This is an optimization exercise on Yosys and OpenROAD, whose aim is small area, not a production implementation.
The RTL was checked by simulation tests, not by an equivalence proof against the original design.
Power and IR drop assume default switching activity.

File: flow/design.v
`timescale 1ns / 1ps
module FreqMod(
    input signed [17:0] audio_in,
    input ready,
    input clock,
    input reset,
    input [9:0] controls,
    output wire signed [17:0] audio_out,
    output reg [7:0] freq1,
    output reg [7:0] freq2,
    output reg [7:0] freq3,
    output reg [7:0] freq4,
    output reg [7:0] freq5,
    output reg [7:0] freq6,
    output reg [7:0] freq7,
    output reg [4:0] weight1,
    output reg [4:0] weight2,
    output reg [4:0] weight3,
    output reg [4:0] weight4,
    output reg [4:0] weight5,
    output reg [4:0] weight6,
    output reg [4:0] weight7
    );
    wire [7:0] switches = controls[7:0];
    wire fup = controls[8];
    wire fdown = controls[9];
    reg old_fup, old_fdown, increment, decrement;
    always @(posedge clock) begin
        old_fup <= fup;
        old_fdown <= fdown;
        increment <= fup & ~old_fup;
        decrement <= fdown & ~old_fdown;
        if (reset) begin
            weight1 <= 5'd0; weight2 <= 5'd0; weight3 <= 5'd0; weight4 <= 5'd0;
            weight5 <= 5'd0; weight6 <= 5'd0; weight7 <= 5'd0;
        end else begin
            if (switches[0]) begin
                if (increment & weight1 != 5'd31) weight1 <= weight1 + 1;
                if (decrement & weight1 != 5'd0) weight1 <= weight1 - 1;
            end
            if (switches[1]) begin
                if (increment & weight2 != 5'd31) weight2 <= weight2 + 1;
                if (decrement & weight2 != 5'd0) weight2 <= weight2 - 1;
            end
            if (switches[2]) begin
                if (increment & weight3 != 5'd31) weight3 <= weight3 + 1;
                if (decrement & weight3 != 5'd0) weight3 <= weight3 - 1;
            end
            if (switches[3]) begin
                if (increment & weight4 != 5'd31) weight4 <= weight4 + 1;
                if (decrement & weight4 != 5'd0) weight4 <= weight4 - 1;
            end
            if (switches[4]) begin
                if (increment & weight5 != 5'd31) weight5 <= weight5 + 1;
                if (decrement & weight5 != 5'd0) weight5 <= weight5 - 1;
            end
            if (switches[5]) begin
                if (increment & weight6 != 5'd31) weight6 <= weight6 + 1;
                if (decrement & weight6 != 5'd0) weight6 <= weight6 - 1;
            end
            if (switches[6]) begin
                if (increment & weight7 != 5'd31) weight7 <= weight7 + 1;
                if (decrement & weight7 != 5'd0) weight7 <= weight7 - 1;
            end
        end
    end
    reg [575:0] ring;
    reg [4:0] m1;        
    reg pending;         
    reg [17:0] q;        
    reg [17:0] o;        
    reg [27:0] acc;
    reg [8:0] t;
    wire ins = pending & (m1 == 5'd0);
    wire [17:0] tap1 = ins ? q : ring[575:558];
    wire [17:0] tap2 = ring[287:270];
    always @(posedge clock) begin
        ring <= {ring[557:0], tap1};
        if (reset) m1 <= 5'd0;
        else if (!ready) m1 <= m1 - 5'd1;
        if (reset) pending <= 1'b0;
        else if (ready) pending <= 1'b1;
        else if (m1 == 5'd0) pending <= 1'b0;
        if (reset) t <= 9'd511;
        else if (ready) t <= 9'd1;
        else if (t != 9'd511) t <= t + 9'd1;
    end
    localparam A_HOLD = 2'd0, A_ZERO = 2'd1, A_X4 = 2'd2;
    localparam S_TAP = 2'd0, S_O = 2'd1, S_Q = 2'd2;
    localparam D_NONE = 2'd0, D_ROM = 2'd1, D_CONST = 2'd2, D_BOOTH = 2'd3;
    reg [1:0] amode;
    reg p1_on;
    reg [1:0] p2_dsrc;
    reg [1:0] p2_src;
    reg [2:0] p2_const;
    reg [3:0] pass;
    reg [2:0] wsel;         
    reg [1:0] bstep;        
    reg ld_o_y, ld_o_w, ld_q_y;
    reg [2:0] ld_f;         
    reg [2:0] o_band;       
    wire eqm = !(switches == 8'h01 || switches == 8'h02 || switches == 8'h04 ||
                 switches == 8'h08 || switches == 8'h10 || switches == 8'h20 ||
                 switches == 8'h40);
    task weigh;
        input [8:0] s;
        input [2:0] k;
        input [1:0] src;
        begin
            if (t >= s && t <= s + 9'd2) begin
                amode = (t == s) ? A_ZERO : A_X4;
                p2_dsrc = D_BOOTH; p2_src = src; wsel = k;
                bstep = (t == s) ? 2'd2 : (t == s + 9'd1) ? 2'd1 : 2'd0;
            end
            if (t == s + 9'd3) begin
                ld_f = k;
                if (k == 3'd7) begin
                    ld_o_w = 1'b1; o_band = k;
                end else begin
                    amode = A_HOLD; p2_dsrc = eqm ? D_CONST : D_NONE; p2_src = S_O; p2_const = 3'b001;
                end
            end
            if (t == s + 9'd4 && k != 3'd7) begin
                ld_o_w = 1'b1; o_band = k;
            end
        end
    endtask
    task passes;
        input [8:0] s;
        input [3:0] p0;
        input [3:0] n;
        begin
            if (t >= s && t - s < {n, 4'd0}) begin
                p1_on = 1'b1; p2_dsrc = D_ROM; p2_src = S_TAP;
                pass = p0 + ((t - s) >> 4);
                amode = (t == s) ? A_ZERO : ((t - s) & 9'd15) == 9'd0 ? A_X4 : A_HOLD;
            end
        end
    endtask
    always @(*) begin
        amode = A_HOLD; p1_on = 1'b0; p2_dsrc = D_NONE; p2_src = S_TAP; p2_const = 3'b000;
        pass = 4'd0; wsel = 3'd1; bstep = 2'd0;
        ld_o_y = 1'b0; ld_o_w = 1'b0; ld_q_y = 1'b0; ld_f = 3'd0; o_band = 3'd0;
        if (t == 9'd33) begin amode = A_ZERO; p2_dsrc = D_CONST; p2_src = S_Q; p2_const = 3'b010; end
        if (t >= 9'd34 && t <= 9'd37) amode = A_X4;
        if (t == 9'd38) begin p2_dsrc = D_CONST; p2_src = S_Q; p2_const = 3'b101; end
        if (t == 9'd39) ld_o_y = 1'b1;
        passes(9'd39, 4'd0, 4'd4);
        if (t == 9'd103) ld_q_y = 1'b1;
        weigh(9'd301, 3'd7, S_O);
        weigh(9'd304, 3'd5, S_Q);
        weigh(9'd308, 3'd6, S_Q);
        if (t >= 9'd312 && t < 9'd328) begin passes(9'd312, 4'd4, 4'd1); end
        if (t == 9'd328) amode = A_X4;
        if (t >= 9'd329 && t < 9'd345) begin passes(9'd329, 4'd5, 4'd1); amode = (t == 9'd329) ? A_X4 : A_HOLD; end
        if (t == 9'd345) ld_q_y = 1'b1;
        weigh(9'd346, 3'd1, S_Q);
        passes(9'd350, 4'd6, 4'd3);
        if (t == 9'd398) ld_q_y = 1'b1;
        weigh(9'd399, 3'd2, S_Q);
        passes(9'd403, 4'd9, 4'd2);
        if (t == 9'd435) ld_q_y = 1'b1;
        weigh(9'd436, 3'd3, S_Q);
        passes(9'd440, 4'd11, 4'd1);
        if (t == 9'd456) ld_q_y = 1'b1;
        weigh(9'd457, 3'd4, S_Q);
    end
    wire [5:0] dig;
    eq_digits digits (.pass(pass), .j(m1[3:0]), .dig(dig));
    wire [2:0] d1 = m1[4] ? dig[5:3] : dig[2:0];
    wire [2:0] d2rom = m1[4] ? dig[2:0] : dig[5:3];
    reg [4:0] wt;
    always @(*) begin
        case (wsel)
            3'd1: wt = weight1;
            3'd2: wt = weight2;
            3'd3: wt = weight3;
            3'd4: wt = weight4;
            3'd5: wt = weight5;
            3'd6: wt = weight6;
            default: wt = weight7;
        endcase
    end
    reg [2:0] dbooth;
    always @(*) begin
        case (bstep)
            2'd2: dbooth = {1'b0, wt[4] & wt[3], wt[4] ^ wt[3]};
            2'd1: dbooth = {wt[3] & ~(wt[2] & wt[1]), (wt[3] & ~wt[2] & ~wt[1]) | (~wt[3] & wt[2] & wt[1]), wt[2] ^ wt[1]};
            default: dbooth = {wt[1], wt[1] & ~wt[0], wt[0]};
        endcase
    end
    reg [2:0] d2;
    always @(*) begin
        case (p2_dsrc)
            D_ROM: d2 = d2rom;
            D_CONST: d2 = p2_const;
            D_BOOTH: d2 = dbooth;
            default: d2 = 3'b000;
        endcase
    end
    wire [2:0] d1g = p1_on ? d1 : 3'b000;
    reg [17:0] v2;
    always @(*) begin
        case (p2_src)
            S_O: v2 = o;
            S_Q: v2 = q;
            default: v2 = tap2;
        endcase
    end
    function [27:0] term;
        input [17:0] v;
        input [2:0] d;
        reg [27:0] m;
        begin
            m = d[0] ? {{10{v[17]}}, v} : d[1] ? {{9{v[17]}}, v, 1'b0} : 28'd0;
            term = d[2] ? ~m : m;
        end
    endfunction
    wire [27:0] abase = (amode == A_ZERO) ? 28'd0 : (amode == A_X4) ? {acc[25:0], 2'b00} : acc;
    wire [27:0] acc_next = abase + term(tap1, d1g) + term(v2, d2) + d1g[2] + d2[2];
    always @(posedge clock) begin
        acc <= acc_next;
        if (ready) q <= audio_in;
        else if (ld_q_y) q <= acc[27:10];
        if (ld_o_y) o <= acc[27:10];
        else if (ld_o_w && (o_band == 3'd7 ? switches == 8'h40 :
                            (eqm || switches == (8'd1 << (o_band - 3'd1))))) o <= acc[17:0];
        if (ld_f == 3'd1) freq1 <= acc[17:10];
        if (ld_f == 3'd2) freq2 <= acc[17:10];
        if (ld_f == 3'd3) freq3 <= acc[17:10];
        if (ld_f == 3'd4) freq4 <= acc[17:10];
        if (ld_f == 3'd5) freq5 <= acc[17:10];
        if (ld_f == 3'd6) freq6 <= acc[17:10];
        if (ld_f == 3'd7) freq7 <= acc[17:10];
    end
    assign audio_out = o;
endmodule
module eq_digits(input wire [3:0] pass, input wire [3:0] j, output reg [5:0] dig);
  always @(*)
    case ({pass, j})
      8'd0: dig = 6'b000000;
      8'd1: dig = 6'b000000;
      8'd2: dig = 6'b000000;
      8'd3: dig = 6'b000101;
      8'd4: dig = 6'b000101;
      8'd5: dig = 6'b000110;
      8'd6: dig = 6'b000110;
      8'd7: dig = 6'b000110;
      8'd8: dig = 6'b000110;
      8'd9: dig = 6'b000110;
      8'd10: dig = 6'b000110;
      8'd11: dig = 6'b000110;
      8'd12: dig = 6'b000101;
      8'd13: dig = 6'b000101;
      8'd14: dig = 6'b000000;
      8'd15: dig = 6'b000000;
      8'd16: dig = 6'b010010;
      8'd17: dig = 6'b010001;
      8'd18: dig = 6'b010000;
      8'd19: dig = 6'b010001;
      8'd20: dig = 6'b001101;
      8'd21: dig = 6'b000001;
      8'd22: dig = 6'b101000;
      8'd23: dig = 6'b110101;
      8'd24: dig = 6'b110110;
      8'd25: dig = 6'b110101;
      8'd26: dig = 6'b101000;
      8'd27: dig = 6'b000001;
      8'd28: dig = 6'b001101;
      8'd29: dig = 6'b010001;
      8'd30: dig = 6'b010000;
      8'd31: dig = 6'b010001;
      8'd32: dig = 6'b000000;
      8'd33: dig = 6'b010000;
      8'd34: dig = 6'b001110;
      8'd35: dig = 6'b101001;
      8'd36: dig = 6'b000000;
      8'd37: dig = 6'b101001;
      8'd38: dig = 6'b101110;
      8'd39: dig = 6'b001110;
      8'd40: dig = 6'b000000;
      8'd41: dig = 6'b001110;
      8'd42: dig = 6'b101110;
      8'd43: dig = 6'b101001;
      8'd44: dig = 6'b000000;
      8'd45: dig = 6'b101001;
      8'd46: dig = 6'b001110;
      8'd47: dig = 6'b010000;
      8'd48: dig = 6'b001001;
      8'd49: dig = 6'b101000;
      8'd50: dig = 6'b010110;
      8'd51: dig = 6'b001001;
      8'd52: dig = 6'b110010;
      8'd53: dig = 6'b000101;
      8'd54: dig = 6'b001101;
      8'd55: dig = 6'b000110;
      8'd56: dig = 6'b010000;
      8'd57: dig = 6'b000110;
      8'd58: dig = 6'b001101;
      8'd59: dig = 6'b000101;
      8'd60: dig = 6'b110010;
      8'd61: dig = 6'b001001;
      8'd62: dig = 6'b010110;
      8'd63: dig = 6'b101000;
      8'd64: dig = 6'b010010;
      8'd65: dig = 6'b010010;
      8'd66: dig = 6'b010010;
      8'd67: dig = 6'b010010;
      8'd68: dig = 6'b010010;
      8'd69: dig = 6'b010010;
      8'd70: dig = 6'b010010;
      8'd71: dig = 6'b010010;
      8'd72: dig = 6'b010010;
      8'd73: dig = 6'b010010;
      8'd74: dig = 6'b010010;
      8'd75: dig = 6'b010010;
      8'd76: dig = 6'b010010;
      8'd77: dig = 6'b010010;
      8'd78: dig = 6'b010010;
      8'd79: dig = 6'b010010;
      8'd80: dig = 6'b101101;
      8'd81: dig = 6'b001101;
      8'd82: dig = 6'b001101;
      8'd83: dig = 6'b001101;
      8'd84: dig = 6'b001101;
      8'd85: dig = 6'b000101;
      8'd86: dig = 6'b000000;
      8'd87: dig = 6'b000101;
      8'd88: dig = 6'b000000;
      8'd89: dig = 6'b000101;
      8'd90: dig = 6'b000000;
      8'd91: dig = 6'b000101;
      8'd92: dig = 6'b001101;
      8'd93: dig = 6'b001101;
      8'd94: dig = 6'b001101;
      8'd95: dig = 6'b001101;
      8'd96: dig = 6'b001001;
      8'd97: dig = 6'b001001;
      8'd98: dig = 6'b001001;
      8'd99: dig = 6'b001001;
      8'd100: dig = 6'b001001;
      8'd101: dig = 6'b001001;
      8'd102: dig = 6'b001001;
      8'd103: dig = 6'b001001;
      8'd104: dig = 6'b001001;
      8'd105: dig = 6'b001001;
      8'd106: dig = 6'b001001;
      8'd107: dig = 6'b001001;
      8'd108: dig = 6'b001001;
      8'd109: dig = 6'b001001;
      8'd110: dig = 6'b001001;
      8'd111: dig = 6'b001001;
      8'd112: dig = 6'b010010;
      8'd113: dig = 6'b010010;
      8'd114: dig = 6'b010010;
      8'd115: dig = 6'b010010;
      8'd116: dig = 6'b010010;
      8'd117: dig = 6'b010010;
      8'd118: dig = 6'b010010;
      8'd119: dig = 6'b010010;
      8'd120: dig = 6'b010010;
      8'd121: dig = 6'b010010;
      8'd122: dig = 6'b010010;
      8'd123: dig = 6'b010010;
      8'd124: dig = 6'b010010;
      8'd125: dig = 6'b010010;
      8'd126: dig = 6'b010010;
      8'd127: dig = 6'b010010;
      8'd128: dig = 6'b101101;
      8'd129: dig = 6'b000000;
      8'd130: dig = 6'b101000;
      8'd131: dig = 6'b101000;
      8'd132: dig = 6'b000000;
      8'd133: dig = 6'b001101;
      8'd134: dig = 6'b000101;
      8'd135: dig = 6'b000000;
      8'd136: dig = 6'b010000;
      8'd137: dig = 6'b000000;
      8'd138: dig = 6'b000101;
      8'd139: dig = 6'b001101;
      8'd140: dig = 6'b000000;
      8'd141: dig = 6'b101000;
      8'd142: dig = 6'b101000;
      8'd143: dig = 6'b000000;
      8'd144: dig = 6'b000000;
      8'd145: dig = 6'b000000;
      8'd146: dig = 6'b000000;
      8'd147: dig = 6'b000000;
      8'd148: dig = 6'b000000;
      8'd149: dig = 6'b000000;
      8'd150: dig = 6'b001000;
      8'd151: dig = 6'b000000;
      8'd152: dig = 6'b000000;
      8'd153: dig = 6'b000000;
      8'd154: dig = 6'b001000;
      8'd155: dig = 6'b000000;
      8'd156: dig = 6'b000000;
      8'd157: dig = 6'b000000;
      8'd158: dig = 6'b000000;
      8'd159: dig = 6'b000000;
      8'd160: dig = 6'b001001;
      8'd161: dig = 6'b001000;
      8'd162: dig = 6'b000001;
      8'd163: dig = 6'b001001;
      8'd164: dig = 6'b010000;
      8'd165: dig = 6'b010001;
      8'd166: dig = 6'b101000;
      8'd167: dig = 6'b000000;
      8'd168: dig = 6'b000010;
      8'd169: dig = 6'b000000;
      8'd170: dig = 6'b101000;
      8'd171: dig = 6'b010001;
      8'd172: dig = 6'b010000;
      8'd173: dig = 6'b001001;
      8'd174: dig = 6'b000001;
      8'd175: dig = 6'b001000;
      8'd176: dig = 6'b101101;
      8'd177: dig = 6'b101110;
      8'd178: dig = 6'b000101;
      8'd179: dig = 6'b101101;
      8'd180: dig = 6'b101101;
      8'd181: dig = 6'b000101;
      8'd182: dig = 6'b101101;
      8'd183: dig = 6'b110010;
      8'd184: dig = 6'b000000;
      8'd185: dig = 6'b110010;
      8'd186: dig = 6'b101101;
      8'd187: dig = 6'b000101;
      8'd188: dig = 6'b101101;
      8'd189: dig = 6'b101101;
      8'd190: dig = 6'b000101;
      8'd191: dig = 6'b101110;
      default: dig = 6'b000000;
    endcase
endmodule
File: flow/run.sh
#!/bin/bash
# synth_recipe.tcl (not shown) runs the flow's synth.tcl, then flattens the netlist and writes it again
# the make line also repeats each setting of config.mk as NAME=value (left out here)
make -C /OpenROAD-flow-scripts/flow DESIGN_CONFIG=/design/flow/config.mk WORK_HOME=/design/flow/orfs CLKGATE_MAP_FILE= SYNTH_SCRIPT=/design/flow/synth_recipe.tcl finish
File: flow/config.mk
export PLATFORM = sky130hd
export DESIGN_NAME = FreqMod
export DESIGN_NICKNAME = FreqMod
export VERILOG_FILES = /design/flow/design.v
export SDC_FILE = /design/flow/constraint.sdc
export NUM_CORES = 4
export LEC_CHECK = 0
export ABC_AREA = 1
export CAP_MARGIN = 20
export CORE_MARGIN = 2
export CORE_UTILIZATION = 40
export SLEW_MARGIN = 20
File: flow/constraint.sdc
create_clock -name core_clock -period 20.0 [get_ports {clock}]
set_input_delay 4.0000 -clock core_clock [delete_from_list [all_inputs] [get_ports {clock}]]
set_output_delay 4.0000 -clock core_clock [all_outputs]
set_load 0.01 [all_outputs]
==> results of run 1 <==
path summary, 6_finish.rpt:
path         cells past startpoint         to         from  slack (ns)
min reg2reg                      0  ring[431]    ring[413]        0.31
min                              0  ring[431]    ring[413]        0.31
max reg2reg                     41    acc[26]         t[4]       10.03
max                             41    acc[26]  controls[0]        9.05
sequential cells by signal, indices dropped and copies added (netlist names), 8 cells and up:
signal  flops
freq6       8
freq1       8
freq7       8
freq3       8
q          18
freq5       8
freq4       8
acc        28
t           9
freq2       8
o          18
ring      576
area by class of cell:
| cell class | count | share of cell area |
|---|---|---|
| Clock buffer | 109 | 0.0707 |
| Clock inverter | 27 | 0.00981 |
| Inverter | 313 | 0.0375 |
| Multi-Input combinational cell | 1589 | 0.290 |
| Sequential cell | 750 | 0.508 |
| Tap cell | 864 | 0.0345 |
| Timing Repair Buffer | 160 | 0.0492 |
layer usage:
layer / global-route usage / vias up / wire [um]
li1: - / 9247 / -
met1: 0.293 / 9126 / 33300
met2: 0.325 / 606 / 31600
met3: 0.0365 / 105 / 4520
met4: 0.0680 / 0 / 1720
met5: 0 / - / 0
placed cells by master (no fill, tap or decap), types with 22 or more instances in the layout:
cell type	count
a21oi_1	152
a221o_1	22
clkbuf_16	77
clkdlybuf4s50_1	138
dfxtp_1	658
edfxtp_1	92
fa_1	35
ha_1	82
inv_1	297
nand2_1	503
nand2_2	23
nand3_1	113
nand4_1	39
nor2_1	157
o21ai_0	224
o21ai_1	43
xor2_1	69
worst max-delay path, delay by kind of cell:
kind                     cells  cell delay, ns
buffers and inverters        6            1.04
XOR/XNOR                     2            0.24
AND/OR/NAND/NOR             14            1.70
AO/OA/AOI/OAI               17            3.51
adder cells (fa/ha/maj)      2            0.96
power by group through the flow:
stage | logic, uW | clock network, uW | registers, uW
global route | 2240 | 1500 | 1840
floorplan | 1510 | 0 | 1810
global placement | 1930 | 0 | 1860
CTS | 1970 | 1440 | 1830
detailed placement | 1950 | 0 | 1860
finish | 1980 | 1400 | 1830
per-stage QoR:
step	setup slack [ns]	total power, uW	cells
5_1_grt	8.27	5590	3812
6_report	9.05	5210	3812
3_5_place_dp	8.47	3820	3676
4_1_cts	9.11	5240	3812
3_3_place_gp	8.61	3790	3676
2_1_floorplan	10.52	3310	2717
cells by family after synthesis:
group / count (synthesis) / share of synthesized area
AND/OR/NAND/NOR: 878 / 0.142
buffers and inverters: 378 / 0.0561
flip-flops: 750 / 0.601
XOR/XNOR: 92 / 0.0310
multiplexers: 1 / 0.000378
AO/OA/AOI/OAI: 501 / 0.105
adder cells (fa/ha/maj): 117 / 0.0651
==> run notes, run 1 <==
* Worst Tran Pin Value at 1.09 ns
* Routed vias at 19100
* Cell Area, Placed at 0.0288 mm2
* Drt via density at 5.01
* Vias in the first global route at 18600
* CTS tree: done
* Number of enable flip-flop cells after synthesis at 92
* Num CTS Buffers at 74
* Clock power frac at 0.269
* Hold Crit Class: reg2reg
* Final Hold Fails at 0
* Core Util, Final at 0.478
* Mapped Area at 0.0265 mm2
* Number of antenna diodes at 0
* Fin nets at 3036
* Clock latency (worst-skew pair) at 0.64 ns
* Leak pwr at 0.0138 uW
* Initial DRT Pass Iterations at 6
* Sw Pwr at 1920 uW
* Tmin final at 10.95 ns
* Crit path arrival time at 11.49 ns
* Syn Area/Cell at 9.76 um2
* Setup bufs post-CTS at 0
* Fillers at 6140
* RSZ-0062 raised after global routing: false
* Synth unique cells at 55
* Remaining DRCs at 0
* Root Buffer: clkbuf_16
* Sw frac at 0.369
* Layout cells sized above 1 at 0.0692
* Synth cell count leaders: 658 x dfxtp_1, 503 x nand2_1, 298 x inv_1, 225 x o21ai_0, 157 x nor2_1
* Clock sink count at 750
* Post-DP HPWL at 52000 um
* Ys flop type: dfxtp_1
* CTS resizes at 0
* RePlAce Congestion at 0.977
* Flop pwr share at 0.351
* Period utilization at 0.548
* CP max stage delay at 0.62 ns
* Initial antenna violation count at 2
* Top-count cell post-synth: dfxtp_1
* Die H at 261 um
* Syn. warnings at 2
* Setup Viol. Count Final at 0
* Initial Utilization at 0.404
* Initial drt markers at 1533
* Asr flop ratio synth at 0
* Area grow syn2layout at 18.3%
* Sum of negative setup slack at 0 ns
* Final Max Slew Viols at 0
* Largest net degree at the start of global routing at 48
* Critical path's most frequent cell: nand2_1
* Worst-path maximum fanout at 36
* Crit Path Category: in2reg
* Top Ports at 140
* Longest Clk Path Bufs at 3
* Top cells by area, synth: dfxtp_1 50%, edfxtp_1 10%, nand2_1 7.1%
* DIE AREA at 0.0683 mm2
* Worst path slowest cell: clkdlybuf4s50_1
* Combinational Power Share at 0.380
* Final Cell Area at 0.0314 mm2
* Aggregate global-route resource usage at 0.208
* Outcome: finished clean
* Congestion Overflow GR at 0
* Core Box Area at 0.0656 mm2
* Slew headroom at 0.272
* Post-detailed-route count of antenna-violating nets at 0
* Critical Path RT at 20.53 ns
* Share of the synthesized area in the top cell type at 0.497
* Clk pin slew, worst setup/hold paths at 0.07 ns
* Area of the multi-input gates at 0.00910 mm2
* IO buf count at 139
* WL final at 71100 um
* Hold Buf Count CTS at 0
* PD cells at 166 mW/mm2
* Wire length of the first global-routing pass at 109000 um
* Post-synthesis sequential area ratio at 0.601
* Yosys reg bits at 750
* Die width at 261 um
* CP startpoint kind: input pin
* Element type at the critical path end: flop
* Drt wl/cell at 18.7 um
* H-Tree Depth at 3
* Register Area at 0.0159 mm2
* Area leader, netlist: dfxtp_1
* Synthesized Nets at 2865
* Clock Skews at 0.0400 ns
* Worst hold slack at 0.309 ns
* Post-Syn Instances at 2717
* Fmax at 91.3 MHz
* Int Pwr at 3290 uW
* Max-cap violation count at 0
* Peak VDD IR at 0.137 mV
* Row count at 94
==> run 2, diff against run 1 <==
--- a/flow/config.mk
+++ b/flow/config.mk
@@ -9,4 +9,5 @@
 export CAP_MARGIN = 20
 export CORE_MARGIN = 2
 export CORE_UTILIZATION = 40
+export CTS_BUF_LIST = sky130_fd_sc_hd__clkbuf_4
 export SLEW_MARGIN = 20
==> run 2 against run 1 <==
- still clean on timing, DRC and antenna
- sequential cell count unchanged
- clock-buffer cell count increased by 148
- hold slack got worse by 0.025 ns
- synthesized area unchanged
- combinational power about the same
- register-to-register slack got worse by 0.11 ns
- critical path type unchanged
==> run notes, run 2 <==
* Yosys reg bits at 750
* Largest regs: ring (576), acc (28)
* Routed vias at 19700
* Syn Area/Cell at 9.76 um2
* Initial DRT Pass Iterations at 6
* Clock power frac at 0.246
* Element type at the critical path end: flop
* Area of the multi-input gates at 0.00910 mm2
* Synth Area in Simple Gates at 0.142
* Final Non-Filler Cells at 3992
* CTS tree: done
* RSZ-0062 raised after global routing: false
* Post-synthesis mux area share at 0.000378
* Initial antenna violation count at 4
* Hold Buf Count CTS at 0
* Area leader, netlist: dfxtp_1
* Initial drt markers at 1393
* Asr flop ratio synth at 0
* Final Cell Area at 0.0312 mm2
* Cell Area, Placed at 0.0288 mm2
* Root Buffer: clkbuf_4
* Die width at 261 um
* Synth Area in Adders at 0.0651
* Final Power at 5050 uW
* Congestion Overflow GR at 0
* Post-DP HPWL at 52000 um
* Share of the synthesized area in the top cell type at 0.497
* Leak pwr at 0.0139 uW
* CTS resizes at 0
* H-Tree Depth at 4
* Final Hold Fails at 0
* Vias in the first global route at 19700
* Layout cells sized above 1 at 0.116
* Crit path arrival time at 11.54 ns
* Setup bufs post-CTS at 0
* Outcome: finished clean
* Int Pwr at 3110 uW
* Synthesized Nets at 2865
* RePlAce Congestion at 0.977
* Area grow syn2layout at 17.6%
* PD cells at 162 mW/mm2
* Hold Crit Class: reg2reg
* Top-count cell post-synth: dfxtp_1
* Fmax at 94.1 MHz
* Worst Tran Pin Value at 0.830 ns
* Clock Skews at 0.115 ns
* Crit Path Category: in2reg
* Remaining DRCs at 0
* Longest Clk Path Bufs at 3
* Final Max Slew Viols at 0
* Drt via density at 4.94
* Aggregate global-route resource usage at 0.214
* Clock latency (worst-skew pair) at 1.09 ns
* Number of enable flip-flop cells after synthesis at 92
* Syn. warnings at 2
* Compound-Gate Fraction of Synth Area at 0.105
* Die H at 261 um
* Post-synthesis sequential area ratio at 0.601
* Critical path's most frequent cell: nand2_1
* Flop pwr share at 0.362
* Tmin final at 10.63 ns
* Peak VDD IR at 0.135 mV
* Sw Pwr at 1940 uW
* Worst path slowest cell: clkdlybuf4s50_1
* Global route hottest layer: met2
* Core Util, Final at 0.475
* Clock sink count at 750
* Top Ports at 140
* Top cells by area, synth: dfxtp_1 50%, edfxtp_1 10%, nand2_1 7.1%
* Largest net degree at the start of global routing at 48
* Most common cell after layout, fill and taps aside: dfxtp_1
* Ys flop type: dfxtp_1
* Core Box Area at 0.0656 mm2
* Initial Utilization at 0.404
* Xor and xnor area share after synthesis at 0.0310
* Clk pin slew, worst setup/hold paths at 0.07 ns
* Slew headroom at 0.446
* Max-cap violation count at 0
* Wire length of the first global-routing pass at 111000 um
* CP max stage delay at 0.62 ns
* Register Area at 0.0159 mm2
* Period utilization at 0.531
* Post-Syn Instances at 2717
* Num CTS Buffers at 182
* Biggest register: ring
* Met3 usage at 0.0465
* Most frequent cells in the layout: 658 x dfxtp_1, 503 x nand2_1, 297 x inv_1
* Sum of negative setup slack at 0 ns
* Synth cell count leaders: 658 x dfxtp_1, 503 x nand2_1, 298 x inv_1, 225 x o21ai_0, 157 x nor2_1
* Drt wl/cell at 18.0 um
* Row count at 94
* Met1 usage at 0.291
* Largest family of logic cells by synthesized area: simple AND/OR/NAND/NOR gates
* IO buf count at 139
* Fillers at 6227
* WL final at 72000 um
* DIE AREA at 0.0683 mm2
* Synth unique cells at 55
* Fin nets at 3145
* Max reg flops at 576
* Setup Viol. Count Final at 0
* CP startpoint kind: input pin
* Post-detailed-route count of antenna-violating nets at 0
* Mapped Area at 0.0265 mm2
* Combinational Power Share at 0.392
* Critical Path RT at 20.91 ns
* Sw frac at 0.384
* Worst-path maximum fanout at 36
* Placed insts at 3676
* M2 GR Usage at 0.331
## run 2: kinds of logic (layout without fill, tap and decap cells)
family                     Yosys count  count (layout)
muxes                                1               1
DFF                                750             750
other                                0               3
AOI/OAI and AO/OA                  501             501
adders and majority gates          117             117
xor gates and xnor gates            92              92
and+or+nand+nor                    878             878
buffers and inverters              378             786
## run 2: path summary, 6_finish.rpt
path	startpoint	to	slack, ns	cells after the start
worst max-delay path	controls[0]	acc[26]	9.37	41
worst max register to register	t[4]	acc[26]	9.92	41
worst min-delay path	ring[519]	ring[537]	0.28	0
worst min register to register	ring[519]	ring[537]	0.28	0
## run 2: worst max-delay path: cells and delay by family
family / cells / cell delay (ns)
fa+ha+maj: 2 / 0.96
xor+xnor: 2 / 0.24
compound gates: 17 / 3.56
buf+inv: 6 / 1.05
simple gates: 14 / 1.69
## run 2: per-stage QoR
stage | worst slack (ns) | hold WS, ns
after global placement | 8.61 | 0.310
after global routing | 8.74 | 0.292
final | 9.37 | 0.284
after floorplan | 10.52 | 0.310
after detailed placement | 8.47 | 0.312
after CTS | 9.59 | 0.278
## run 2: layer usage
| metal | wire [um] | share of wire |
|---|---|---|
| met1 | 33600 | 0.47 |
| met2 | 32400 | 0.45 |
| met3 | 4090 | 0.057 |
| met4 | 1880 | 0.026 |
| met5 | 0 | 0 |
## run 2: power by group through the flow
stage          Clock [uW]  Combinational, uW  Sequential (uW)
3_5_place_dp            0               1950             1860
4_1_cts              1290               1970             1830
5_1_grt              1370               2240             1840
3_3_place_gp            0               1930             1860
2_1_floorplan           0               1510             1810
6_report             1240               1980             1830
## run 2: layout make-up
| class | count | share of cell area |
|---|---|---|
| timing repair buffer | 161 | 0.0500 |
| clock inverter | 55 | 0.0127 |
| tap | 864 | 0.0347 |
| antenna | 3 | 0.000241 |
| multi-input combinational | 1589 | 0.292 |
| clock buffer | 257 | 0.0619 |
| inverter | 313 | 0.0378 |
| sequential | 750 | 0.511 |
==> run 3, diff against run 2 <==
--- a/flow/config.mk
+++ b/flow/config.mk
@@ -8,6 +8,6 @@
 export ABC_AREA = 1
 export CAP_MARGIN = 20
 export CORE_MARGIN = 2
-export CORE_UTILIZATION = 40
-export CTS_BUF_LIST = sky130_fd_sc_hd__clkbuf_4
+export CORE_UTILIZATION = 60
+export CTS_BUF_LIST = sky130_fd_sc_hd__clkbuf_8
 export SLEW_MARGIN = 20
==> run 3 against run 2 <==
- still clean on timing, DRC and antenna
- clock skew decreased by 0.075 ns
- maximum frequency decreased by 1.1%
- sequential cell count unchanged
- clock-buffer cell count decreased by 115
- sequential power about the same
- critical path depth increased by 1
- global-route usage increased by 9.3 points
- synthesized cell count unchanged
- register-to-register slack about the same
- combinational power about the same
- highest routed layer unchanged
==> run notes, run 3 <==
* Ys flop type: dfxtp_1
* Routed vias at 19700
* Hold Crit Class: reg2reg
* Path depth of the worst reg2reg path at 35
* Clock Skews at 0.0409 ns
* Aggregate global-route resource usage at 0.306
* Sum of negative setup slack at 0 ns
* Synth cell count leaders: 658 x dfxtp_1, 503 x nand2_1, 298 x inv_1, 225 x o21ai_0, 157 x nor2_1
* Max reg flops at 576
* Initial Utilization at 0.603
* Num CTS Buffers at 105
* Post-synthesis sequential area ratio at 0.601
* Fmax at 93.1 MHz
* Top Ports at 140
* Critical path's most frequent cell: nand2_1
* Hold Buf Count CTS at 0
* Setup bufs post-CTS at 0
* Fin nets at 3061
* CTS resizes at 0
* Most frequent cells in the layout: 658 x dfxtp_1, 503 x nand2_1, 325 x inv_1
* Worst hold path cell count at 0
* H-Tree Depth at 3
* PD cells at 165 mW/mm2
* Syn Area/Cell at 9.76 um2
* WL final at 70500 um
* Core Box Area at 0.0439 mm2
* Clock latency (worst-skew pair) at 0.70 ns
* Area leader, netlist: dfxtp_1
* RePlAce Congestion at 0.998
* Most common cell after layout, fill and taps aside: dfxtp_1
* R2R setup slack at 9.92 ns
* Biggest register: ring
* Crit path arrival time at 11.36 ns
* IO buf count at 139
* Worst hold slack at 0.305 ns
* Yosys reg bits at 750
* Vias in the first global route at 19400
* Reg-to-Reg Start: t[6]
* Drt via density at 5.47
* Longest Clk Path Bufs at 3
* Number of enable flip-flop cells after synthesis at 92
* Syn. warnings at 2
* RR Endpoint: acc[26]
* Initial DRT Pass Iterations at 7
* Worst path slowest cell: nor2_4
* Top-count cell post-synth: dfxtp_1
* Die H at 214 um
* Post-Syn Instances at 2717
* Share of the synthesized area in the top cell type at 0.497
* CP max stage delay at 0.58 ns
* RSZ-0062 raised after global routing: false
* Row count at 77
* Clock sink count at 750
* Period utilization at 0.537
* Tmin final at 10.74 ns
* Final Hold Fails at 0
* Post-DP HPWL at 49700 um
* Root Buffer: clkbuf_8
* DIE AREA at 0.0459 mm2
* Worst-path maximum fanout at 36
* Congestion Overflow GR at 0
* Outcome: finished clean
* Final Max Slew Viols at 0
* Peak VDD IR at 0.136 mV
* Clk pin slew, worst setup/hold paths at 0.07 ns
* Leak pwr at 0.0138 uW
* Die width at 214 um
* Slew headroom at 0.320
* Max-cap violation count at 0
* Mapped Area at 0.0265 mm2
* Largest regs: ring (576), acc (28)
* Drt wl/cell at 19.6 um
* Crit Path Category: in2reg
* CP startpoint kind: input pin
* Initial drt markers at 1796
* Initial antenna violation count at 1
* Hold Path Sink: ring[149]
* Final Non-Filler Cells at 3599
* Core Util, Final at 0.702
* Top Family by Delay on Critical Path: compound AO/OA/AOI/OAI gates
* Largest net degree at the start of global routing at 48
* Critical Path RT at 20.61 ns
* Worst Tran Pin Value at 1.01 ns
* Remaining DRCs at 0
* Final Power at 5100 uW
* Synth unique cells at 55
* Top cells by area, synth: dfxtp_1 50%, edfxtp_1 10%, nand2_1 7.1%
* Area grow syn2layout at 16.4%
* Layout cells sized above 1 at 0.0832
* Asr flop ratio synth at 0
* Hold Crit Start: ring[131]
* CTS tree: done
* CP bufs+invs at 4
* Post-detailed-route count of antenna-violating nets at 0
* Synthesized Nets at 2865
* Placed insts at 3398
* Wire length of the first global-routing pass at 109000 um
* Element type at the critical path end: flop
* Setup Viol. Count Final at 0
## run 3: cell counts after synthesis
Identical to the previous run, type by type.
## run 3: area by class of cell
class | count | area (um2)
multi-input cells | 1589 | 9100
well taps | 592 | 741
repair buffers | 154 | 1500
clock buffers | 142 | 1950
diodes | 1 | 2.50
clock inverters | 58 | 438
inverters | 313 | 1180
fillers | 3270 | 13100
flip-flops and latches | 750 | 15900
## run 3: layer usage
metal  vias up  wire [um]  track usage
met3       157       6280       0.0617
met1      9264      29900        0.419
met4         0       2120        0.105
met2       962      32200        0.489
li1       9311          -            -
met5         -          0            0
## run 3: stage by stage
step,setup slack [ns],cell area (um2)
final,9.26,30800
after global routing,8.66,30800
after CTS,9.40,30800
after detailed placement,8.69,28500
after global placement,8.96,28500
after floorplan,10.52,26500
## run 3: cell families after synthesis
group / share of synthesized area
AND/OR/NAND/NOR: 0.142
flip-flops: 0.601
AO/OA/AOI/OAI: 0.105
multiplexers: 0.000378
XOR/XNOR: 0.0310
buffers and inverters: 0.0561
adder cells (fa/ha/maj): 0.0651
## run 3: worst max-delay path by stage
stage	from	endpoint	depth (start not counted)
final	controls[0]	acc[26]	42
after global routing	controls[0]	acc[26]	40
after CTS	controls[0]	acc[26]	40
after detailed placement	controls[0]	acc[26]	40
after global placement	controls[0]	acc[26]	41
after floorplan	controls[0]	acc[26]	41
## run 3: where the power goes
part,leakage [uW],switching [uW],internal [uW]
clock network,0.00134,569,706
logic,0.00625,1250,742
registers,0.00624,106,1730
total,0.0138,1920,3180
==> run 4, diff against run 3 <==
--- a/flow/design.v
+++ b/flow/design.v
@@ -30,40 +30,27 @@
         old_fdown <= fdown;
         increment <= fup & ~old_fup;
         decrement <= fdown & ~old_fdown;
-        if (reset) begin
-            weight1 <= 5'd0; weight2 <= 5'd0; weight3 <= 5'd0; weight4 <= 5'd0;
-            weight5 <= 5'd0; weight6 <= 5'd0; weight7 <= 5'd0;
-        end else begin
-            if (switches[0]) begin
-                if (increment & weight1 != 5'd31) weight1 <= weight1 + 1;
-                if (decrement & weight1 != 5'd0) weight1 <= weight1 - 1;
-            end
-            if (switches[1]) begin
-                if (increment & weight2 != 5'd31) weight2 <= weight2 + 1;
-                if (decrement & weight2 != 5'd0) weight2 <= weight2 - 1;
-            end
-            if (switches[2]) begin
-                if (increment & weight3 != 5'd31) weight3 <= weight3 + 1;
-                if (decrement & weight3 != 5'd0) weight3 <= weight3 - 1;
-            end
-            if (switches[3]) begin
-                if (increment & weight4 != 5'd31) weight4 <= weight4 + 1;
-                if (decrement & weight4 != 5'd0) weight4 <= weight4 - 1;
-            end
-            if (switches[4]) begin
-                if (increment & weight5 != 5'd31) weight5 <= weight5 + 1;
-                if (decrement & weight5 != 5'd0) weight5 <= weight5 - 1;
-            end
-            if (switches[5]) begin
-                if (increment & weight6 != 5'd31) weight6 <= weight6 + 1;
-                if (decrement & weight6 != 5'd0) weight6 <= weight6 - 1;
-            end
-            if (switches[6]) begin
-                if (increment & weight7 != 5'd31) weight7 <= weight7 + 1;
-                if (decrement & weight7 != 5'd0) weight7 <= weight7 - 1;
-            end
+    end
+    wire [34:0] wts = {weight7, weight6, weight5, weight4, weight3, weight2, weight1};
+    reg [34:0] wts_next;
+    integer k;
+    reg [4:0] w, tg;
+    reg dn, up;
+    always @(*) begin
+        for (k = 0; k < 7; k = k + 1) begin
+            w = wts[5*k +: 5];
+            dn = switches[k] & decrement & (w != 5'd0);
+            up = switches[k] & increment & (w != 5'd31) & ~dn;
+            tg[0] = up | dn;
+            tg[1] = (up & w[0]) | (dn & ~w[0]);
+            tg[2] = (up & (&w[1:0])) | (dn & ~(|w[1:0]));
+            tg[3] = (up & (&w[2:0])) | (dn & ~(|w[2:0]));
+            tg[4] = (up & (&w[3:0])) | (dn & ~(|w[3:0]));
+            wts_next[5*k +: 5] = reset ? 5'd0 : (w ^ tg);
         end
     end
+    always @(posedge clock)
+        {weight7, weight6, weight5, weight4, weight3, weight2, weight1} <= wts_next;
     reg [575:0] ring;
     reg [4:0] m1;        
     reg pending;         
@@ -85,9 +72,11 @@
         else if (ready) t <= 9'd1;
         else if (t != 9'd511) t <= t + 9'd1;
     end
-    localparam A_HOLD = 2'd0, A_ZERO = 2'd1, A_X4 = 2'd2;
+    localparam A_HOLD = 2'd0, A_ZERO = 2'd1, A_X4 = 2'd2, A_X16 = 2'd3;
     localparam S_TAP = 2'd0, S_O = 2'd1, S_Q = 2'd2;
     localparam D_NONE = 2'd0, D_ROM = 2'd1, D_CONST = 2'd2, D_BOOTH = 2'd3;
+    wire [4:0] blk = t[8:4];
+    wire [3:0] c = t[3:0];
     reg [1:0] amode;
     reg p1_on;
     reg [1:0] p2_dsrc;
@@ -102,68 +91,75 @@
     wire eqm = !(switches == 8'h01 || switches == 8'h02 || switches == 8'h04 ||
                  switches == 8'h08 || switches == 8'h10 || switches == 8'h20 ||
                  switches == 8'h40);
-    task weigh;
-        input [8:0] s;
-        input [2:0] k;
-        input [1:0] src;
-        begin
-            if (t >= s && t <= s + 9'd2) begin
-                amode = (t == s) ? A_ZERO : A_X4;
-                p2_dsrc = D_BOOTH; p2_src = src; wsel = k;
-                bstep = (t == s) ? 2'd2 : (t == s + 9'd1) ? 2'd1 : 2'd0;
-            end
-            if (t == s + 9'd3) begin
-                ld_f = k;
-                if (k == 3'd7) begin
-                    ld_o_w = 1'b1; o_band = k;
-                end else begin
-                    amode = A_HOLD; p2_dsrc = eqm ? D_CONST : D_NONE; p2_src = S_O; p2_const = 3'b001;
-                end
+    reg is_pass, first_zero, first_x16, is_w;
+    reg [2:0] wk;
+    always @(*) begin
+        is_pass = 1'b0; first_zero = 1'b0; first_x16 = 1'b0; is_w = 1'b0; wk = 3'd1; pass = 4'd0;
+        case (blk)
+            5'd3:  begin is_pass = 1'b1; pass = 4'd0; first_zero = 1'b1; end    
+            5'd4:  begin is_pass = 1'b1; pass = 4'd1; end
+            5'd5:  begin is_pass = 1'b1; pass = 4'd2; end
+            5'd6:  begin is_pass = 1'b1; pass = 4'd3; end
+            5'd20: begin is_pass = 1'b1; pass = 4'd4; first_zero = 1'b1; end   
+            5'd21: begin is_pass = 1'b1; pass = 4'd5; first_x16 = 1'b1; end
+            5'd22: begin is_w = 1'b1; wk = 3'd1; end
+            5'd23: begin is_pass = 1'b1; pass = 4'd6; first_zero = 1'b1; end   
+            5'd24: begin is_pass = 1'b1; pass = 4'd7; end
+            5'd25: begin is_pass = 1'b1; pass = 4'd8; end
+            5'd26: begin is_w = 1'b1; wk = 3'd2; end
+            5'd27: begin is_pass = 1'b1; pass = 4'd9; first_zero = 1'b1; end   
+            5'd28: begin is_pass = 1'b1; pass = 4'd10; end
+            5'd29: begin is_w = 1'b1; wk = 3'd3; end
+            5'd30: begin is_pass = 1'b1; pass = 4'd11; first_zero = 1'b1; end  
+            5'd31: begin is_w = 1'b1; wk = 3'd4; end
+            default: ;
+        endcase
+    end
+    always @(*) begin
+        amode = A_HOLD; p1_on = 1'b0; p2_dsrc = D_NONE; p2_src = S_TAP; p2_const = 3'b000;
+        wsel = wk; bstep = 2'd0;
+        ld_o_y = 1'b0; ld_o_w = 1'b0; ld_q_y = 1'b0; ld_f = 3'd0; o_band = wk;
+        if (is_pass) begin
+            p1_on = 1'b1; p2_dsrc = D_ROM;
+            if (c == 4'd0) amode = first_zero ? A_ZERO : first_x16 ? A_X16 : A_X4;
+        end
+        if (blk == 5'd2) begin
+            if (c == 4'd1) begin amode = A_ZERO; p2_dsrc = D_CONST; p2_src = S_Q; p2_const = 3'b010; end
+            if (c == 4'd2 || c == 4'd3) amode = A_X16;
+            if (c == 4'd4) begin p2_dsrc = D_CONST; p2_src = S_Q; p2_const = 3'b101; end
+        end
+        if (blk == 5'd3 && c == 4'd0) ld_o_y = 1'b1;
+        if (blk == 5'd7 && c == 4'd0) ld_q_y = 1'b1;
+        if (is_w) begin
+            if (c == 4'd0) ld_q_y = 1'b1;
+            if (c >= 4'd1 && c <= 4'd3) begin
+                amode = (c == 4'd1) ? A_ZERO : A_X4;
+                p2_dsrc = D_BOOTH; p2_src = S_Q;
+                bstep = (c == 4'd1) ? 2'd2 : (c == 4'd2) ? 2'd1 : 2'd0;
             end
-            if (t == s + 9'd4 && k != 3'd7) begin
-                ld_o_w = 1'b1; o_band = k;
+            if (c == 4'd4) begin
+                ld_f = wk; p2_dsrc = eqm ? D_CONST : D_NONE; p2_src = S_O; p2_const = 3'b001;
             end
+            if (c == 4'd5) ld_o_w = 1'b1;
         end
-    endtask
-    task passes;
-        input [8:0] s;
-        input [3:0] p0;
-        input [3:0] n;
-        begin
-            if (t >= s && t - s < {n, 4'd0}) begin
-                p1_on = 1'b1; p2_dsrc = D_ROM; p2_src = S_TAP;
-                pass = p0 + ((t - s) >> 4);
-                amode = (t == s) ? A_ZERO : ((t - s) & 9'd15) == 9'd0 ? A_X4 : A_HOLD;
+        if (blk == 5'd19) begin
+            if (c <= 4'd2) begin
+                amode = (c == 4'd0) ? A_ZERO : A_X4;
+                p2_dsrc = D_BOOTH; p2_src = S_O; wsel = 3'd7;
+                bstep = (c == 4'd0) ? 2'd2 : (c == 4'd1) ? 2'd1 : 2'd0;
+            end
+            if (c == 4'd3) begin ld_f = 3'd7; ld_o_w = 1'b1; o_band = 3'd7; end
+            if ((c >= 4'd3 && c <= 4'd5) || (c >= 4'd7 && c <= 4'd9)) begin
+                amode = (c == 4'd3 || c == 4'd7) ? A_ZERO : A_X4;
+                p2_dsrc = D_BOOTH; p2_src = S_Q; wsel = (c <= 4'd5) ? 3'd5 : 3'd6;
+                bstep = (c == 4'd3 || c == 4'd7) ? 2'd2 : (c == 4'd4 || c == 4'd8) ? 2'd1 : 2'd0;
+            end
+            if (c == 4'd6 || c == 4'd10) begin
+                ld_f = (c == 4'd6) ? 3'd5 : 3'd6;
+                p2_dsrc = eqm ? D_CONST : D_NONE; p2_src = S_O; p2_const = 3'b001;
             end
+            if (c == 4'd7 || c == 4'd11) begin ld_o_w = 1'b1; o_band = (c == 4'd7) ? 3'd5 : 3'd6; end
         end
-    endtask
-    always @(*) begin
-        amode = A_HOLD; p1_on = 1'b0; p2_dsrc = D_NONE; p2_src = S_TAP; p2_const = 3'b000;
-        pass = 4'd0; wsel = 3'd1; bstep = 2'd0;
-        ld_o_y = 1'b0; ld_o_w = 1'b0; ld_q_y = 1'b0; ld_f = 3'd0; o_band = 3'd0;
-        if (t == 9'd33) begin amode = A_ZERO; p2_dsrc = D_CONST; p2_src = S_Q; p2_const = 3'b010; end
-        if (t >= 9'd34 && t <= 9'd37) amode = A_X4;
-        if (t == 9'd38) begin p2_dsrc = D_CONST; p2_src = S_Q; p2_const = 3'b101; end
-        if (t == 9'd39) ld_o_y = 1'b1;
-        passes(9'd39, 4'd0, 4'd4);
-        if (t == 9'd103) ld_q_y = 1'b1;
-        weigh(9'd301, 3'd7, S_O);
-        weigh(9'd304, 3'd5, S_Q);
-        weigh(9'd308, 3'd6, S_Q);
-        if (t >= 9'd312 && t < 9'd328) begin passes(9'd312, 4'd4, 4'd1); end
-        if (t == 9'd328) amode = A_X4;
-        if (t >= 9'd329 && t < 9'd345) begin passes(9'd329, 4'd5, 4'd1); amode = (t == 9'd329) ? A_X4 : A_HOLD; end
-        if (t == 9'd345) ld_q_y = 1'b1;
-        weigh(9'd346, 3'd1, S_Q);
-        passes(9'd350, 4'd6, 4'd3);
-        if (t == 9'd398) ld_q_y = 1'b1;
-        weigh(9'd399, 3'd2, S_Q);
-        passes(9'd403, 4'd9, 4'd2);
-        if (t == 9'd435) ld_q_y = 1'b1;
-        weigh(9'd436, 3'd3, S_Q);
-        passes(9'd440, 4'd11, 4'd1);
-        if (t == 9'd456) ld_q_y = 1'b1;
-        weigh(9'd457, 3'd4, S_Q);
     end
     wire [5:0] dig;
     eq_digits digits (.pass(pass), .j(m1[3:0]), .dig(dig));
@@ -216,8 +212,20 @@
             term = d[2] ? ~m : m;
         end
     endfunction
-    wire [27:0] abase = (amode == A_ZERO) ? 28'd0 : (amode == A_X4) ? {acc[25:0], 2'b00} : acc;
-    wire [27:0] acc_next = abase + term(tap1, d1g) + term(v2, d2) + d1g[2] + d2[2];
+    wire [27:0] abase = (amode == A_ZERO) ? 28'd0 : (amode == A_X4) ? {acc[25:0], 2'b00} :
+                        (amode == A_X16) ? {acc[23:0], 4'b0000} : acc;
+    wire [27:0] t1 = term(tap1, d1g);
+    wire [27:0] t2 = term(v2, d2);
+    wire [27:0] cs_s = abase ^ t1 ^ t2;
+    wire [27:0] cs_c = {(abase[26:0] & t1[26:0]) | (abase[26:0] & t2[26:0]) | (t1[26:0] & t2[26:0]), d1g[2]};
+    wire [28:0] rc;
+    wire [27:0] acc_next;
+    assign rc[0] = d2[2];
+    genvar gi;
+    generate for (gi = 0; gi < 28; gi = gi + 1) begin : ripple
+        assign acc_next[gi] = cs_s[gi] ^ cs_c[gi] ^ rc[gi];
+        assign rc[gi+1] = (cs_s[gi] & cs_c[gi]) | (cs_s[gi] & rc[gi]) | (cs_c[gi] & rc[gi]);
+    end endgenerate
     always @(posedge clock) begin
         acc <= acc_next;
         if (ready) q <= audio_in;
--- a/flow/config.mk
+++ b/flow/config.mk
@@ -8,6 +8,7 @@
 export ABC_AREA = 1
 export CAP_MARGIN = 20
 export CORE_MARGIN = 2
-export CORE_UTILIZATION = 60
-export CTS_BUF_LIST = sky130_fd_sc_hd__clkbuf_8
+export CORE_UTILIZATION = 40
+export CTS_CLUSTER_DIAMETER = 150
+export CTS_CLUSTER_SIZE = 24
 export SLEW_MARGIN = 20
==> run 4 against run 3 <==
- still clean
- sequential power grew 2%
- first-iteration DRC count decreased by 31%
- maximum frequency down 41%
- highest routed layer unchanged
- largest power group is now sequential cells
- critical path depth increased by 13
==> run notes, run 4 <==
* Outcome: finished clean
* Ys flop type: dfxtp_1
* Number of enable flip-flop cells after synthesis at 92
* Fillers at 5511
* Num CTS Buffers at 37
* Root Buffer: clkbuf_16
* Critical Path RT at 20.50 ns
* Aggregate global-route resource usage at 0.175
* Int Pwr at 2330 uW
* Hold Crit Class: reg2reg
* Compound-Gate Fraction of Synth Area at 0.0939
* Post-Syn Instances at 2251
* Top-count cell post-synth: dfxtp_1
* Critical path origin: controls[3]
* CP startpoint kind: input pin
* Syn Area/Cell at 10.8 um2
* Worst hold slack at 0.312 ns
* Number of antenna diodes at 0
* PD cells at 119 mW/mm2
* Fin nets at 2501
* Setup Viol. Count Final at 0
* Initial drt markers at 1234
* Area leader, netlist: dfxtp_1
* Area grow syn2layout at 13.4%
* Initial DRT Pass Iterations at 5
* Max reg flops at 576
* Mapped Area at 0.0243 mm2
* Sw frac at 0.287
* Die H at 251 um
* Yosys reg bits at 761
* CP max stage delay at 0.60 ns
* Asr flop ratio synth at 0
* Largest net degree at the start of global routing at 41
* Congestion Overflow GR at 0
* Post-DP HPWL at 40400 um
* Element type at the critical path end: flop
* Initial antenna violation count at 0
* Leak pwr at 0.0117 uW
* Layout cells sized above 1 at 0.0532
* Wire length of the first global-routing pass at 85800 um
* IO buf count at 139
* CTS tree: done
* WL final at 55600 um
* Sw Pwr at 938 uW
* Largest family of logic cells by synthesized area: simple AND/OR/NAND/NOR gates
* Clk pin slew, worst setup/hold paths at 0.10 ns
* Clock sink count at 761
* Synth Area in Simple Gates at 0.126
* Core Box Area at 0.0602 mm2
* Worst path slowest cell: fa_1
* H-Tree Depth at 2
* Sum of negative setup slack at 0 ns
* Combinational Power Share at 0.182
* Routed vias at 15800
* Longest Clk Path Bufs at 3
* Clock Skews at 0.0423 ns
* Worst-path maximum fanout at 18
* Xor and xnor area share after synthesis at 0.00936
* Critical path's most frequent cell: fa_1
* Final Hold Fails at 0
* Flop pwr share at 0.572
* Setup bufs post-CTS at 0
* Worst Tran Pin Value at 1.11 ns
* Drt wl/cell at 17.4 um
* Synth cell count leaders: 669 x dfxtp_1, 382 x nand2_1, 231 x inv_1, 182 x o21ai_0, 122 x nor2_1
* Largest regs: ring (576), acc (28)
* Clock power frac at 0.246
* Clock latency (worst-skew pair) at 0.60 ns
* RSZ-0062 raised after global routing: false
* Row count at 90
* Most common cell after layout, fill and taps aside: dfxtp_1
* Final Power at 3270 uW
* Synth unique cells at 57
* Peak VDD IR at 0.0654 mV
* Biggest register: ring
* Synthesized Nets at 2361
* Final Max Slew Viols at 0
* CTS resizes at 0
* Fmax at 54.8 MHz
* Crit path arrival time at 18.76 ns
* Most frequent cells in the layout: 669 x dfxtp_1, 382 x nand2_1, 231 x inv_1
* Slew headroom at 0.260
* Syn. warnings at 2
* Synth Area in Adders at 0.0573
* Hold Crit Start: ring[5]
* Post-synthesis mux area share at 0.000411
* Tmin final at 18.26 ns
* Top Ports at 140
* Die width at 251 um
* Share of the synthesized area in the top cell type at 0.550
* Post-synthesis sequential area ratio at 0.664
* Hold Buf Count CTS at 0
* Top cells by area, synth: dfxtp_1 55%, edfxtp_1 11%, nand2_1 5.9%
* Remaining DRCs at 0
* Initial Utilization at 0.404
* Drt via density at 4.96
* Crit Path Category: in2reg
* RePlAce Congestion at 0.921
* Max-cap violation count at 0
* DIE AREA at 0.0628 mm2
* Period utilization at 0.913
* Vias in the first global route at 15000
* Post-detailed-route count of antenna-violating nets at 0
* Reg-to-Reg Start: t[1]
## run 4: cell types whose count changed after synthesis, moves of 13 or more
cell and change:
nand3_1 -14, fa_1 +19, ha_1 -57, o21ai_0 -43, a221oi_1 +18, nand2_1 -121, or2_2 +13, nand4_1 -27
a21oi_1 -71, xor2_1 -45, nor2_1 -35, o21ai_1 -33, xnor2_1 -19, inv_1 -67
## run 4: area by class of cell
class	instances	area [um2]	area share
flip-flops and latches	761	16200	0.585
multi-input cells	1192	6990	0.253
repair buffers	154	1500	0.0545
clock buffers	51	1000	0.0362
well taps	782	978	0.0355
inverters	245	920	0.0333
clock inverters	3	45.0	0.00163
## run 4: kinds of logic after synthesis
family,after synthesis
simple gates,702
mux,1
compound gates,384
flops,761
xor+xnor,26
buf+inv,298
fa+ha+maj,79
## run 4: worst paths after layout
check             end  slack [ns]  depth (start not counted)
max           acc[27]        1.74                         55
min          ring[23]        0.31                          0
min reg2reg  ring[23]        0.31                          0
max reg2reg   acc[27]        4.00                         59
## run 4: critical path: cells and delay by family
kind / cells / cell delay [ns]
xor gates and xnor gates: 2 / 0.37
and+or+nand+nor: 14 / 1.30
AOI/OAI and AO/OA: 4 / 0.80
adders and majority gates: 28 / 11.13
buffers and inverters: 7 / 1.12
## run 4: power groups by stage
stage | clock network [uW] | logic (uW) | registers, uW
detailed placement | 0 | 590 | 1910
floorplan | 0 | 427 | 1840
CTS | 831 | 594 | 1880
global placement | 0 | 578 | 1910
finish | 806 | 594 | 1870
global route | 885 | 684 | 1890
## run 4: layer usage
| layer | track usage | wire length (um) | vias to the layer above |
|---|---|---|---|
| met1 | 0.256 | 26100 | 7589 |
| met3 | 0.0281 | 3780 | 69 |
| met5 | 0 | 0 | - |
| met2 | 0.269 | 24800 | 534 |
| met4 | 0.0435 | 917 | 0 |
| li1 | - | - | 7622 |
## run 4: per-stage QoR
step                cells  worst slack, ns  cell area [um2]   util
global placement     3134             1.29            26500  0.441
floorplan            2251             2.77            24300      -
detailed placement   3134             1.14            26500  0.441
finish               3188             1.74            27600  0.458
CTS                  3188             1.78            27600  0.458
global route         3188             1.12            27600  0.458
==> run 5, diff against run 4 <==
--- a/flow/config.mk
+++ b/flow/config.mk
@@ -9,6 +9,6 @@
 export CAP_MARGIN = 20
 export CORE_MARGIN = 2
 export CORE_UTILIZATION = 40
-export CTS_CLUSTER_DIAMETER = 150
-export CTS_CLUSTER_SIZE = 24
+export CTS_CLUSTER_DIAMETER = 100
+export CTS_CLUSTER_SIZE = 30
 export SLEW_MARGIN = 20
==> run 5 against run 4 <==
- power fell by 2.2%
- critical path depth did not move
- setup slack improved by 0.065 ns
- critical path type unchanged
- largest cell class unchanged
- highest routed layer unchanged
==> run notes, run 5 <==
* CP max stage delay at 0.60 ns
* Top Ports at 140
* Hold Buf Count CTS at 0
* Syn. warnings at 2
* Routed vias at 15700
* H-Tree Depth at 1
* Worst-path maximum fanout at 18
* Post-Syn Instances at 2251
* Clock Skews at 0.0331 ns
* Critical Path RT at 20.53 ns
* Congestion Overflow GR at 0
* Post-detailed-route count of antenna-violating nets at 0
* Tmin final at 18.19 ns
* Sw Pwr at 935 uW
* Asr flop ratio synth at 0
* Worst Tran Pin Value at 1.10 ns
* Element type at the critical path end: flop
* WL final at 55300 um
* Combinational Power Share at 0.186
* Crit Path Category: in2reg
* Yosys reg bits at 761
* Number of enable flip-flop cells after synthesis at 92
* RePlAce Congestion at 0.921
* Biggest register: ring
* Area of the multi-input gates at 0.00699 mm2
* Remaining DRCs at 0
* Most frequent cells in the layout: 669 x dfxtp_1, 382 x nand2_1, 231 x inv_1
* Top cells by area, synth: dfxtp_1 55%, edfxtp_1 11%, nand2_1 5.9%
* Number of antenna diodes at 0
* Most common cell after layout, fill and taps aside: dfxtp_1
* Root Buffer: clkbuf_16
* Post-synthesis sequential area ratio at 0.664
* Worst path slowest cell: fa_1
* Die H at 251 um
* Initial drt markers at 1247
* Clock sink count at 761
* Row count at 90
* Synth cell count leaders: 669 x dfxtp_1, 382 x nand2_1, 231 x inv_1, 182 x o21ai_0, 122 x nor2_1
* Initial DRT Pass Iterations at 6
* Outcome: finished clean
* Crit path arrival time at 18.73 ns
* Largest regs: ring (576), acc (28)
* Synthesized Nets at 2361
* CTS tree: done
* Drt via density at 4.93
* Die width at 251 um
* Final Hold Fails at 0
* Setup bufs post-CTS at 0
* Drt wl/cell at 17.4 um
* Int Pwr at 2260 uW
* Max-cap violation count at 0
* PD cells at 117 mW/mm2
* Critical path's most frequent cell: fa_1
* Area leader, netlist: dfxtp_1
* Setup Viol. Count Final at 0
* Initial antenna violation count at 0
* Vias in the first global route at 15000
* Post-place setup slack at 1.14 ns
* Ys flop type: dfxtp_1
* Flop pwr share at 0.585
* Worst Setup Slack, final at 1.81 ns
* CP startpoint kind: input pin
* Syn Area/Cell at 10.8 um2
* Area grow syn2layout at 12.7%
* Hold Crit Class: reg2reg
* DIE AREA at 0.0628 mm2
* Period utilization at 0.910
* Aggregate global-route resource usage at 0.173
* CTS resizes at 0
* Max reg flops at 576
* Final Max Slew Viols at 0
* Clk pin slew, worst setup/hold paths at 0.12 ns
* Sum of negative setup slack at 0 ns
* Leak pwr at 0.0116 uW
* Sw frac at 0.292
* Synth unique cells at 57
* Num CTS Buffers at 30
* Clock latency (worst-skew pair) at 0.65 ns
* IO buf count at 139
* Peak VDD IR at 0.0801 mV
* Core Box Area at 0.0602 mm2
* Mapped Area at 0.0243 mm2
* Clock power frac at 0.229
* Fin nets at 2494
* Register Area at 0.0162 mm2
* Post-DP HPWL at 40400 um
* Largest net degree at the start of global routing at 41
* Fillers at 5526
* Initial Utilization at 0.404
* Wire length of the first global-routing pass at 85800 um
* Layout cells sized above 1 at 0.0505
* Top-count cell post-synth: dfxtp_1
* RSZ-0062 raised after global routing: false
* Longest Clk Path Bufs at 3
* Slew headroom at 0.266
* Share of the synthesized area in the top cell type at 0.550
* Fmax at 55.0 MHz
run 5: layer usage:
layer,track usage,vias to the layer above,part of all wire
li1,-,7597,-
met1,0.255,7530,0.48
met2,0.270,481,0.44
met3,0.0299,68,0.063
met4,0.0323,0,0.016
met5,0,-,0
run 5: path summary, 6_finish.rpt:
kind,start,endpoint,slack (ns),depth (start not counted)
setup / recovery,controls[3],acc[27],1.81,55
hold / removal,ring[65],ring[83],0.32,0
setup reg to reg,t[1],acc[27],3.99,59
hold reg to reg,ring[65],ring[83],0.32,0
run 5: area by class of cell:
cell class,instances,area share
well taps,782,0.0357
flip-flops and latches,761,0.589
multi-input cells,1192,0.255
inverters,245,0.0335
clock buffers,39,0.0286
clock inverters,4,0.00338
repair buffers,154,0.0548
run 5: power by group through the flow:
stage                     clock network (uW)  logic [uW]  registers, uW
after detailed placement                   0         590           1910
after global placement                     0         578           1910
after CTS                                757         594           1880
final                                    731         595           1870
after floorplan                            0         427           1840
after global routing                     809         684           1890
run 5: kinds of logic (layout without fill, tap and decap cells):
logic type / Yosys count / count (layout) / synth area share
compound gates: 384 / 384 / 0.0939
xor+xnor: 26 / 26 / 0.00936
fa+ha+maj: 79 / 79 / 0.0573
buf+inv: 298 / 442 / 0.0491
flops: 761 / 761 / 0.664
mux: 1 / 1 / 0.000411
simple gates: 702 / 702 / 0.126
run 5: worst max-delay path: cells and delay by family:
family	cells	cell delay, ns
AND/OR/NAND/NOR	14	1.30
adder cells (fa/ha/maj)	28	11.10
XOR/XNOR	2	0.36
buffers and inverters	7	1.11
AO/OA/AOI/OAI	4	0.80
run 5: per-stage QoR:
step	util	area [um2]	total power, uW	hold slack (ns)	std cells
global route	0.455	27400	3390	0.330	3177
CTS	0.455	27400	3230	0.320	3177
floorplan	-	24300	2270	0.310	2251
finish	0.455	27400	3200	0.320	3177
global placement	0.441	26500	2490	0.310	3134
detailed placement	0.441	26500	2500	0.312	3134

## what the ideal ports hide
The results above use ideal ports. As a check the final layouts listed here were re-extracted and re-timed, cells and wires unchanged.
Step 1: set_driving_cell puts a clkbuf_16 on clock and a buf_2 on each other input, an assumption about the parent block.
Step 2 also shifts input and output timing later by t, the mid clock arrival at the registers, as if the neighbouring blocks saw the same clock.
Slacks: ideal ports / drivers / drivers and shift; pairs: ideal ports / drivers.
| run | t, ns | slack for setup (ns) | worst register clock-pin slew, ns | worst slew at a driven data input, ns | cell pins on the clock port's net |
|---|---|---|---|---|---|
| run 1 | 0.682 | 9.047 / 9.086 / 8.404 | 0.07 / 0.07 | 0.05 | 1 |
| run 2 | 1.084 | 9.373 / 9.409 / 8.325 | 0.07 / 0.07 | 0.05 | 1 |
| run 3 | 0.738 | 9.258 / 9.295 / 8.556 | 0.07 / 0.07 | 0.05 | 1 |
| run 4 | 0.635 | 1.741 / 1.779 / 1.144 | 0.10 / 0.10 | 0.06 | 1 |
| run 5 | 0.689 | 1.807 / 1.843 / 1.154 | 0.12 / 0.12 | 0.06 | 1 |
After both steps setup and hold are still met in every run listed. For run 2, which loses most, drivers alone change the setup slack by +0.036 ns; drivers and shift together by -1.048 ns.
